Context: an optimization exercise on an open-source flow, tuned for small area, a short achievable clock period and few clock cycles per item. The choices shown serve that exercise and are no tape-out recipe. Function was checked by simulation only, so behaviour that the tests miss may differ from the original. The flow treats the clock pin as an ideal source. Dropping or thinning the clock tree relies on that and would not hold on a real chip. Power and IR drop assume default switching activity.

==> branch garnet: inputs <==
==> flow/design.v <==
`timescale 1ns / 1ps
module mult;
endmodule
`timescale 1ns / 1ps
module cbrt (
	input [7 : 0] b,
	output [2 : 0] g
);
    assign g = (b >= 8'd217) ? 3'd7 :
               (b >= 8'd216) ? 3'd6 :
               (b >= 8'd125) ? 3'd5 :
               (b >= 8'd64)  ? 3'd4 :
               (b >= 8'd27)  ? 3'd3 :
               (b >= 8'd8)   ? 3'd2 :
               (b != 8'd0)   ? 3'd1 : 3'd0;
endmodule
`timescale 1ns / 1ps
module main(
	input rst_i,
	input clk_i,
	input [7 : 0] a_in,
	input [7 : 0] b_in,
	output busy_out,
	output [15 : 0] y_out
);
    wire [2:0] g;
    cbrt cbrt1(.b(b_in), .g(g));
    wire [9:0] t = {2'b00, a_in} + {1'b0, a_in, 1'b0};     
    wire [4:0] s = {1'b0, t[3:0]} + {1'b0, g, 1'b0};        
    reg [5:0] q;
    reg e;
    reg [3:0] lo;
    always @(posedge clk_i)
        if (rst_i) begin
            q <= t[9:4];
            e <= s[4];
            lo <= s[3:0];
        end
    assign busy_out = 1'b0;
    assign y_out = {6'd0, q + {5'd0, e}, lo};
endmodule
==> flow/flow/run.sh <==
#!/bin/bash
# Own flow: the standard layout (standard.sh) with these changes:
#  - the port buffers are the smallest buffer (buf_1);
#  - the one tie cell of the netlist drives all constant outputs
#    (SKIP_REPAIR_TIE_FANOUT).
# make's output goes to standard.log, each ORFS step's log to orfs/logs/.
set -euo pipefail
here=$(pwd)
bash standard.sh "SYNTH_NETLIST_FILES=$here/flow/netlist.v" \
  "BUFFER_PORTS_ARGS=-buffer_cell sky130_fd_sc_hd__buf_1" \
  SKIP_REPAIR_TIE_FANOUT=1 finish > standard.log 2>&1
==> flow/flow/netlist.v <==
module main(rst_i, clk_i, a_in, b_in, busy_out, y_out);
  input rst_i;
  wire rst_i;
  input clk_i;
  wire clk_i;
  input [7:0] a_in;
  wire [7:0] a_in;
  input [7:0] b_in;
  wire [7:0] b_in;
  output busy_out;
  wire busy_out;
  output [15:0] y_out;
  wire [15:0] y_out;
  wire cb__00_;
  wire cb__01_;
  wire cb__02_;
  wire cb__03_;
  wire cb__04_;
  wire cb__05_;
  wire cb__06_;
  wire cb__07_;
  wire cb__08_;
  wire cb__09_;
  wire cb__10_;
  wire cb__11_;
  wire cb__12_;
  wire cb__13_;
  wire cb__14_;
  wire e;
  wire g0;
  wire g1;
  wire g2;
  wire n10_nand2;
  wire n11_nor2;
  wire n12_o21ai;
  wire n1_xor2;
  wire n2_xor2;
  wire n3_nand2;
  wire n4_xnor2;
  wire n5_and2;
  wire n6_o21a;
  wire n7_a21oi;
  wire n8_xor2;
  wire n9_xnor2;
  wire o10_nor2;
  wire o12_nand2;
  wire o13_nor2;
  wire o2_nand2;
  wire o4_nand3;
  wire o6_nand4;
  wire o8_nand4;
  wire o9_inv;
  wire q0;
  wire q1;
  wire q2;
  wire q3;
  wire q4;
  wire q5;
  wire qd0;
  wire qd1;
  wire qd2;
  wire qd3;
  wire qd4;
  wire qd5;
  wire t3__00_;
  wire t3__01_;
  wire t3__02_;
  wire t3__03_;
  wire t3__04_;
  wire t3__05_;
  wire t3__06_;
  wire t3__07_;
  wire t3__08_;
  wire t3__09_;
  wire t3__10_;
  wire t3__11_;
  wire t3__12_;
  wire t3__13_;
  wire t3__14_;
  wire t3__15_;
  wire t3__16_;
  wire t3__17_;
  wire t3__18_;
  wire t3__19_;
  wire tr1;
  wire tr2;
  wire tr3;
  wire const0;
  sky130_fd_sc_hd__nand2_1 u0 (.A(b_in[3]), .B(b_in[4]), .Y(cb__00_));
  sky130_fd_sc_hd__nor2_1 u1 (.A(b_in[1]), .B(b_in[0]), .Y(cb__01_));
  sky130_fd_sc_hd__clkinv_1 u2 (.A(cb__01_), .Y(cb__02_));
  sky130_fd_sc_hd__nand3_1 u3 (.A(cb__02_), .B(b_in[2]), .C(b_in[5]), .Y(cb__03_));
  sky130_fd_sc_hd__nor2_1 u4 (.A(cb__00_), .B(cb__03_), .Y(cb__04_));
  sky130_fd_sc_hd__nor2_1 u5 (.A(b_in[7]), .B(cb__04_), .Y(cb__05_));
  sky130_fd_sc_hd__clkinv_1 u6 (.A(b_in[5]), .Y(cb__06_));
  sky130_fd_sc_hd__nand2_1 u7 (.A(cb__00_), .B(cb__06_), .Y(cb__07_));
  sky130_fd_sc_hd__nand3_1 u8 (.A(cb__07_), .B(b_in[6]), .C(b_in[7]), .Y(cb__08_));
  sky130_fd_sc_hd__nor4_1 u9 (.A(b_in[2]), .B(b_in[5]), .C(cb__02_), .D(cb__08_), .Y(cb__09_));
  sky130_fd_sc_hd__clkinv_1 u10 (.A(b_in[3]), .Y(cb__10_));
  sky130_fd_sc_hd__clkinv_1 u11 (.A(b_in[4]), .Y(cb__11_));
  sky130_fd_sc_hd__a21oi_1 u12 (.A1(cb__10_), .A2(cb__11_), .B1(cb__07_), .Y(cb__12_));
  sky130_fd_sc_hd__nor2_1 u13 (.A(b_in[3]), .B(cb__01_), .Y(cb__13_));
  sky130_fd_sc_hd__a2111oi_0 u14 (.A1(b_in[1]), .A2(b_in[0]), .B1(b_in[2]), .C1(b_in[5]), .D1(cb__13_), .Y(cb__14_));
  sky130_fd_sc_hd__o32ai_1 u15 (.A1(b_in[6]), .A2(cb__12_), .A3(cb__14_), .B1(cb__05_), .B2(cb__09_), .Y(g0));
  sky130_fd_sc_hd__or2_2 u16 (.A(b_in[6]), .B(b_in[7]), .X(g2));
  sky130_fd_sc_hd__a32oi_1 u17 (.A1(cb__10_), .A2(cb__06_), .A3(cb__11_), .B1(cb__08_), .B2(g2), .Y(g1));
  sky130_fd_sc_hd__clkinv_1 u18 (.A(a_in[7]), .Y(t3__00_));
  sky130_fd_sc_hd__clkinv_1 u19 (.A(a_in[5]), .Y(t3__01_));
  sky130_fd_sc_hd__clkinv_1 u20 (.A(a_in[3]), .Y(t3__02_));
  sky130_fd_sc_hd__a21oi_1 u21 (.A1(a_in[1]), .A2(a_in[0]), .B1(a_in[2]), .Y(t3__03_));
  sky130_fd_sc_hd__nor2_1 u22 (.A(t3__02_), .B(t3__03_), .Y(t3__04_));
  sky130_fd_sc_hd__nor2_1 u23 (.A(a_in[4]), .B(t3__04_), .Y(t3__05_));
  sky130_fd_sc_hd__nor2_1 u24 (.A(t3__01_), .B(t3__05_), .Y(t3__06_));
  sky130_fd_sc_hd__nor2_1 u25 (.A(a_in[6]), .B(t3__06_), .Y(t3__07_));
  sky130_fd_sc_hd__nor2_1 u26 (.A(t3__00_), .B(t3__07_), .Y(qd5));
  sky130_fd_sc_hd__xor2_1 u27 (.A(a_in[1]), .B(a_in[0]), .X(tr1));
  sky130_fd_sc_hd__nand2_1 u28 (.A(a_in[2]), .B(a_in[1]), .Y(t3__08_));
  sky130_fd_sc_hd__nand2_1 u29 (.A(t3__08_), .B(t3__02_), .Y(t3__09_));
  sky130_fd_sc_hd__nand2_1 u30 (.A(t3__09_), .B(a_in[4]), .Y(t3__10_));
  sky130_fd_sc_hd__nand2_1 u31 (.A(t3__10_), .B(t3__01_), .Y(t3__11_));
  sky130_fd_sc_hd__a21oi_1 u32 (.A1(t3__11_), .A2(a_in[6]), .B1(a_in[7]), .Y(t3__12_));
  sky130_fd_sc_hd__nor2_1 u33 (.A(t3__12_), .B(qd5), .Y(qd4));
  sky130_fd_sc_hd__a21oi_1 u34 (.A1(a_in[6]), .A2(t3__11_), .B1(t3__07_), .Y(t3__13_));
  sky130_fd_sc_hd__xor2_1 u35 (.A(a_in[7]), .B(t3__13_), .X(qd3));
  sky130_fd_sc_hd__o21ai_0 u36 (.A1(t3__01_), .A2(t3__05_), .B1(t3__11_), .Y(t3__14_));
  sky130_fd_sc_hd__xnor2_1 u37 (.A(a_in[6]), .B(t3__14_), .Y(qd2));
  sky130_fd_sc_hd__o21ai_0 u38 (.A1(a_in[4]), .A2(t3__04_), .B1(t3__10_), .Y(t3__15_));
  sky130_fd_sc_hd__xor2_1 u39 (.A(t3__01_), .B(t3__15_), .X(qd1));
  sky130_fd_sc_hd__o21ai_0 u40 (.A1(t3__02_), .A2(t3__03_), .B1(t3__09_), .Y(t3__16_));
  sky130_fd_sc_hd__xnor2_1 u41 (.A(a_in[4]), .B(t3__16_), .Y(qd0));
  sky130_fd_sc_hd__a21oi_1 u42 (.A1(a_in[2]), .A2(a_in[1]), .B1(t3__03_), .Y(t3__17_));
  sky130_fd_sc_hd__xor2_1 u43 (.A(a_in[3]), .B(t3__17_), .X(tr3));
  sky130_fd_sc_hd__clkinv_1 u44 (.A(a_in[1]), .Y(t3__18_));
  sky130_fd_sc_hd__nor2_1 u45 (.A(a_in[0]), .B(t3__18_), .Y(t3__19_));
  sky130_fd_sc_hd__xor2_1 u46 (.A(a_in[2]), .B(t3__19_), .X(tr2));
  sky130_fd_sc_hd__xor2_1 u47 (.A(tr1), .B(g0), .X(n1_xor2));
  sky130_fd_sc_hd__xor2_1 u48 (.A(tr2), .B(g1), .X(n2_xor2));
  sky130_fd_sc_hd__nand2_1 u49 (.A(tr1), .B(g0), .Y(n3_nand2));
  sky130_fd_sc_hd__xnor2_1 u50 (.A(n2_xor2), .B(n3_nand2), .Y(n4_xnor2));
  sky130_fd_sc_hd__and2_0 u51 (.A(tr2), .B(g1), .X(n5_and2));
  sky130_fd_sc_hd__o21a_1 u52 (.A1(tr2), .A2(g1), .B1(tr1), .X(n6_o21a));
  sky130_fd_sc_hd__a21oi_1 u53 (.A1(n6_o21a), .A2(g0), .B1(n5_and2), .Y(n7_a21oi));
  sky130_fd_sc_hd__xor2_1 u54 (.A(tr3), .B(g2), .X(n8_xor2));
  sky130_fd_sc_hd__xnor2_1 u55 (.A(n8_xor2), .B(n7_a21oi), .Y(n9_xnor2));
  sky130_fd_sc_hd__nand2_1 u56 (.A(tr3), .B(g2), .Y(n10_nand2));
  sky130_fd_sc_hd__nor2_1 u57 (.A(tr3), .B(g2), .Y(n11_nor2));
  sky130_fd_sc_hd__o21ai_1 u58 (.A1(n11_nor2), .A2(n7_a21oi), .B1(n10_nand2), .Y(n12_o21ai));
  sky130_fd_sc_hd__xor2_1 u59 (.A(q0), .B(e), .X(y_out[4]));
  sky130_fd_sc_hd__nand2_1 u60 (.A(q0), .B(e), .Y(o2_nand2));
  sky130_fd_sc_hd__xnor2_1 u61 (.A(q1), .B(o2_nand2), .Y(y_out[5]));
  sky130_fd_sc_hd__nand3_1 u62 (.A(q0), .B(q1), .C(e), .Y(o4_nand3));
  sky130_fd_sc_hd__xnor2_1 u63 (.A(q2), .B(o4_nand3), .Y(y_out[6]));
  sky130_fd_sc_hd__nand4_1 u64 (.A(q0), .B(q1), .C(q2), .D(e), .Y(o6_nand4));
  sky130_fd_sc_hd__xnor2_1 u65 (.A(q3), .B(o6_nand4), .Y(y_out[7]));
  sky130_fd_sc_hd__nand4_1 u66 (.A(q0), .B(q1), .C(q2), .D(q3), .Y(o8_nand4));
  sky130_fd_sc_hd__inv_1 u67 (.A(e), .Y(o9_inv));
  sky130_fd_sc_hd__nor2_1 u68 (.A(o8_nand4), .B(o9_inv), .Y(o10_nor2));
  sky130_fd_sc_hd__xor2_1 u69 (.A(q4), .B(o10_nor2), .X(y_out[8]));
  sky130_fd_sc_hd__nand2_1 u70 (.A(q4), .B(e), .Y(o12_nand2));
  sky130_fd_sc_hd__nor2_1 u71 (.A(o8_nand4), .B(o12_nand2), .Y(o13_nor2));
  sky130_fd_sc_hd__xor2_1 u72 (.A(q5), .B(o13_nor2), .X(y_out[9]));
  sky130_fd_sc_hd__edfxtp_1 \lo[0]$_DFFE_PP_  (.CLK(clk_i), .D(a_in[0]), .DE(rst_i), .Q(y_out[0]));
  sky130_fd_sc_hd__edfxtp_1 \lo[1]$_DFFE_PP_  (.CLK(clk_i), .D(n1_xor2), .DE(rst_i), .Q(y_out[1]));
  sky130_fd_sc_hd__edfxtp_1 \lo[2]$_DFFE_PP_  (.CLK(clk_i), .D(n4_xnor2), .DE(rst_i), .Q(y_out[2]));
  sky130_fd_sc_hd__edfxtp_1 \lo[3]$_DFFE_PP_  (.CLK(clk_i), .D(n9_xnor2), .DE(rst_i), .Q(y_out[3]));
  sky130_fd_sc_hd__edfxtp_1 \e$_DFFE_PP_  (.CLK(clk_i), .D(n12_o21ai), .DE(rst_i), .Q(e));
  sky130_fd_sc_hd__edfxtp_1 \q[0]$_DFFE_PP_  (.CLK(clk_i), .D(qd0), .DE(rst_i), .Q(q0));
  sky130_fd_sc_hd__edfxtp_1 \q[1]$_DFFE_PP_  (.CLK(clk_i), .D(qd1), .DE(rst_i), .Q(q1));
  sky130_fd_sc_hd__edfxtp_1 \q[2]$_DFFE_PP_  (.CLK(clk_i), .D(qd2), .DE(rst_i), .Q(q2));
  sky130_fd_sc_hd__edfxtp_1 \q[3]$_DFFE_PP_  (.CLK(clk_i), .D(qd3), .DE(rst_i), .Q(q3));
  sky130_fd_sc_hd__edfxtp_1 \q[4]$_DFFE_PP_  (.CLK(clk_i), .D(qd4), .DE(rst_i), .Q(q4));
  sky130_fd_sc_hd__edfxtp_1 \q[5]$_DFFE_PP_  (.CLK(clk_i), .D(qd5), .DE(rst_i), .Q(q5));
  sky130_fd_sc_hd__conb_1 tie0 (.LO(const0));
  sky130_fd_sc_hd__buf_4 cbuf10 (.A(const0), .X(y_out[10]));
  sky130_fd_sc_hd__buf_4 cbuf11 (.A(const0), .X(y_out[11]));
  sky130_fd_sc_hd__buf_4 cbuf12 (.A(const0), .X(y_out[12]));
  sky130_fd_sc_hd__buf_4 cbuf13 (.A(const0), .X(y_out[13]));
  sky130_fd_sc_hd__buf_4 cbuf14 (.A(const0), .X(y_out[14]));
  sky130_fd_sc_hd__buf_4 cbuf15 (.A(const0), .X(y_out[15]));
  sky130_fd_sc_hd__buf_4 cbufb (.A(const0), .X(busy_out));
endmodule
==> flow/standard.sh <==
#!/bin/bash
# synth_recipe.tcl (not shown) runs the flow's synth.tcl, then flattens the netlist and writes it again
# the make line also repeats each setting of config.mk as NAME=value (left out here)
make -C /OpenROAD-flow-scripts/flow DESIGN_CONFIG=/design/flow/config.mk WORK_HOME=/design/flow/orfs CLKGATE_MAP_FILE= SYNTH_SCRIPT=/design/flow/synth_recipe.tcl "${@:-finish}"
==> flow/config.mk <==
export PLATFORM = sky130hd
export DESIGN_NAME = main
export DESIGN_NICKNAME = main
export VERILOG_FILES = /design/flow/design.v
export SDC_FILE = /design/flow/constraint.sdc
export NUM_CORES = 4
export LEC_CHECK = 0
export CAP_MARGIN = 20
export CORE_AREA = 2.5 2.5 59.5 59.5
export DIE_AREA = 0 0 62 62
export SLEW_MARGIN = 20
==> flow/constraint.sdc <==
create_clock -name core_clock -period 5.0 [get_ports {clk_i}]
set_input_delay 1.0000 -clock core_clock [delete_from_list [all_inputs] [get_ports {clk_i}]]
set_output_delay 1.0000 -clock core_clock [all_outputs]
set_load 0.01 [all_outputs]
==> inputs of branch fjord, as changes to branch garnet <==
--- a/flow/flow/run.sh
+++ b/flow/flow/run.sh
@@ -4,3 +4,6 @@
 #  - the one tie cell of the netlist drives all constant outputs
-#    (SKIP_REPAIR_TIE_FANOUT).
+#    (SKIP_REPAIR_TIE_FANOUT);
+#  - CTS (CTS_ARGS) adds no dummy load, and after it the root clock buffer
+#    drives all flip-flops, with the leaf buffers under it removed
+#    (flow/one_clkbuf.tcl), so every register's clock arrives alike.
 # make's output goes to standard.log, each ORFS step's log to orfs/logs/.
@@ -10,2 +13,3 @@
   "BUFFER_PORTS_ARGS=-buffer_cell sky130_fd_sc_hd__buf_1" \
-  SKIP_REPAIR_TIE_FANOUT=1 finish > standard.log 2>&1
+  SKIP_REPAIR_TIE_FANOUT=1 "POST_CTS_TCL=$here/flow/one_clkbuf.tcl" \
+  "CTS_ARGS=-sink_clustering_enable -sink_clustering_size 50 -sink_clustering_max_diameter 500 -repair_clock_nets -dont_use_dummy_load -root_buf sky130_fd_sc_hd__clkbuf_4 -buf_list sky130_fd_sc_hd__clkbuf_4" finish > standard.log 2>&1
--- a/flow/flow/netlist.v
+++ b/flow/flow/netlist.v
@@ -88,20 +88,20 @@
   wire const0;
-  sky130_fd_sc_hd__nand2_1 u0 (.A(b_in[3]), .B(b_in[4]), .Y(cb__00_));
-  sky130_fd_sc_hd__nor2_1 u1 (.A(b_in[1]), .B(b_in[0]), .Y(cb__01_));
-  sky130_fd_sc_hd__clkinv_1 u2 (.A(cb__01_), .Y(cb__02_));
-  sky130_fd_sc_hd__nand3_1 u3 (.A(cb__02_), .B(b_in[2]), .C(b_in[5]), .Y(cb__03_));
-  sky130_fd_sc_hd__nor2_1 u4 (.A(cb__00_), .B(cb__03_), .Y(cb__04_));
-  sky130_fd_sc_hd__nor2_1 u5 (.A(b_in[7]), .B(cb__04_), .Y(cb__05_));
-  sky130_fd_sc_hd__clkinv_1 u6 (.A(b_in[5]), .Y(cb__06_));
-  sky130_fd_sc_hd__nand2_1 u7 (.A(cb__00_), .B(cb__06_), .Y(cb__07_));
-  sky130_fd_sc_hd__nand3_1 u8 (.A(cb__07_), .B(b_in[6]), .C(b_in[7]), .Y(cb__08_));
-  sky130_fd_sc_hd__nor4_1 u9 (.A(b_in[2]), .B(b_in[5]), .C(cb__02_), .D(cb__08_), .Y(cb__09_));
-  sky130_fd_sc_hd__clkinv_1 u10 (.A(b_in[3]), .Y(cb__10_));
-  sky130_fd_sc_hd__clkinv_1 u11 (.A(b_in[4]), .Y(cb__11_));
-  sky130_fd_sc_hd__a21oi_1 u12 (.A1(cb__10_), .A2(cb__11_), .B1(cb__07_), .Y(cb__12_));
-  sky130_fd_sc_hd__nor2_1 u13 (.A(b_in[3]), .B(cb__01_), .Y(cb__13_));
-  sky130_fd_sc_hd__a2111oi_0 u14 (.A1(b_in[1]), .A2(b_in[0]), .B1(b_in[2]), .C1(b_in[5]), .D1(cb__13_), .Y(cb__14_));
-  sky130_fd_sc_hd__o32ai_1 u15 (.A1(b_in[6]), .A2(cb__12_), .A3(cb__14_), .B1(cb__05_), .B2(cb__09_), .Y(g0));
-  sky130_fd_sc_hd__or2_2 u16 (.A(b_in[6]), .B(b_in[7]), .X(g2));
-  sky130_fd_sc_hd__a32oi_1 u17 (.A1(cb__10_), .A2(cb__06_), .A3(cb__11_), .B1(cb__08_), .B2(g2), .Y(g1));
+  sky130_fd_sc_hd__clkinv_1 u0 (.A(b_in[7]), .Y(cb__00_));
+  sky130_fd_sc_hd__o21ai_0 u1 (.A1(b_in[3]), .A2(b_in[4]), .B1(cb__00_), .Y(cb__01_));
+  sky130_fd_sc_hd__clkinv_1 u2 (.A(b_in[2]), .Y(cb__02_));
+  sky130_fd_sc_hd__clkinv_1 u3 (.A(b_in[1]), .Y(cb__03_));
+  sky130_fd_sc_hd__clkinv_1 u4 (.A(b_in[0]), .Y(cb__04_));
+  sky130_fd_sc_hd__nand3_1 u5 (.A(cb__02_), .B(cb__03_), .C(cb__04_), .Y(cb__05_));
+  sky130_fd_sc_hd__a21oi_1 u6 (.A1(cb__05_), .A2(cb__01_), .B1(b_in[5]), .Y(cb__06_));
+  sky130_fd_sc_hd__xor2_1 u7 (.A(b_in[6]), .B(b_in[7]), .X(cb__07_));
+  sky130_fd_sc_hd__nand2_1 u8 (.A(b_in[3]), .B(b_in[4]), .Y(cb__08_));
+  sky130_fd_sc_hd__a21oi_1 u9 (.A1(b_in[1]), .A2(b_in[0]), .B1(b_in[2]), .Y(cb__09_));
+  sky130_fd_sc_hd__o21ai_0 u10 (.A1(cb__08_), .A2(cb__09_), .B1(cb__00_), .Y(cb__10_));
+  sky130_fd_sc_hd__nor2_1 u11 (.A(b_in[1]), .B(b_in[0]), .Y(cb__11_));
+  sky130_fd_sc_hd__nand2_1 u12 (.A(b_in[2]), .B(b_in[5]), .Y(cb__12_));
+  sky130_fd_sc_hd__o2111ai_1 u13 (.A1(cb__12_), .A2(cb__11_), .B1(b_in[3]), .C1(b_in[6]), .D1(b_in[4]), .Y(cb__13_));
+  sky130_fd_sc_hd__o2bb2ai_1 u14 (.A1_N(cb__10_), .A2_N(cb__13_), .B1(cb__07_), .B2(cb__06_), .Y(g0));
+  sky130_fd_sc_hd__a21oi_1 u15 (.A1(b_in[3]), .A2(b_in[4]), .B1(b_in[5]), .Y(cb__14_));
+  sky130_fd_sc_hd__a21oi_1 u16 (.A1(cb__01_), .A2(cb__14_), .B1(cb__07_), .Y(g1));
+  sky130_fd_sc_hd__or2_2 u17 (.A(b_in[6]), .B(b_in[7]), .X(g2));
   sky130_fd_sc_hd__clkinv_1 u18 (.A(a_in[7]), .Y(t3__00_));
==> flow/flow/one_clkbuf.tcl (new file) <==
# POST_CTS_TCL: drive every flip-flop from the root clock buffer that CTS made,
# and remove the leaf buffers below it (a two-level tree for 11 sinks). All
# registers stay on one buffer, so their clock arrival stays the same.
set block [ord::get_db_block]
set root ""
set leaves {}
foreach inst [$block getInsts] {
  set m [[$inst getMaster] getName]
  if {![string match "sky130_fd_sc_hd__clkbuf_*" $m]} { continue }
  set a [$inst findITerm A]
  set anet [$a getNet]
  if {$anet ne "NULL" && [$anet getName] eq "clk_i"} { set root $inst } else { lappend leaves $inst }
}
if {$root eq ""} { error "one_clkbuf.tcl: no root clock buffer on clk_i" }
set rootnet [[$root findITerm X] getNet]
foreach leaf $leaves {
  set a [$leaf findITerm A]
  if {[$a getNet] ne $rootnet} { continue }
  set onet [[$leaf findITerm X] getNet]
  foreach it [$onet getITerms] {
    if {[$it getInst] eq $leaf} { continue }
    $it disconnect
    $it connect $rootnet
  }
  puts "one_clkbuf.tcl: removed [$leaf getName], its sinks now on [$rootnet getName]"
  $a disconnect
  odb::dbInst_destroy $leaf
  odb::dbNet_destroy $onet
}
estimate_parasitics -placement
report_checks -path_delay min_max -format end -group_path_count 3
==> impl_results.md <==
* Status: timing/DRC/antenna clean
* CP startpoint kind: flip-flop
* Clock share of power at 0.115
* Seq power at 127 uW
* Final worst slack at 2.83 ns
* Multi-input combinational area share at 0.421
* Leakage at 0.315 nW
* Crit-path max cell delay at 0.42 ns
* Worst path depth at 4
* Worst Tran Pin Value at 0.503 ns
* Vias in the first global route at 579
* Clock buffer count at 1
* Nets at 133
* Filler instances at 346
That was branch fjord.
==> impl_results.md <==
* Status: timing/DRC/antenna clean
* Vias in the first global route at 609
* Worst path depth at 7
* Htree depth at 1
* Clock share of power at 0.213
* Seq power at 126 uW
* Clock buffer count at 4
* CTS Root Cell: clkbuf_4
* Crit-path max cell delay at 0.47 ns
* Multi-input combinational area share at 0.411
* Max VDD drop at 0.0533 mV
* Worst Tran Pin Value at 0.577 ns
* Nets at 135
* Final worst slack at 2.66 ns
* Worst slack, placed at 2.43 ns
That was branch garnet.
Testbench counts of branch garnet, summed over its fixed seeds: cycles 2,400, items 2,400.
Testbench counts of branch fjord, summed over its fixed seeds: cycles 2,400, items 2,400.

## what the ideal ports hide
The flow's constraints put no driver on any port. The routed layouts listed below were extracted and timed again, unchanged, in two steps. Step 1: set_driving_cell puts a clkbuf_16 on clk_i and a buf_2 on each other input, an assumption about the parent block. Step 2, shift: input delay + t, output delay - t, t = (earliest + latest rising clock arrival at the registers) / 2. This alone moves slack from input paths to output paths. Slacks: ideal ports / drivers / drivers and shift; pairs: ideal ports / drivers.
run | shift t [ns] | setup slack, ns | worst register clock-pin slew, ns
branch garnet | 0.272 | 2.659 / 2.646 / 2.374 | 0.06 / 0.06
branch fjord | 0.168 | 2.833 / 2.817 / 2.663 | 0.09 / 0.09
After both steps setup and hold are still met in every run listed. For branch garnet, which loses most, drivers alone change the setup slack by -0.013 ns; drivers and shift together by -0.285 ns.
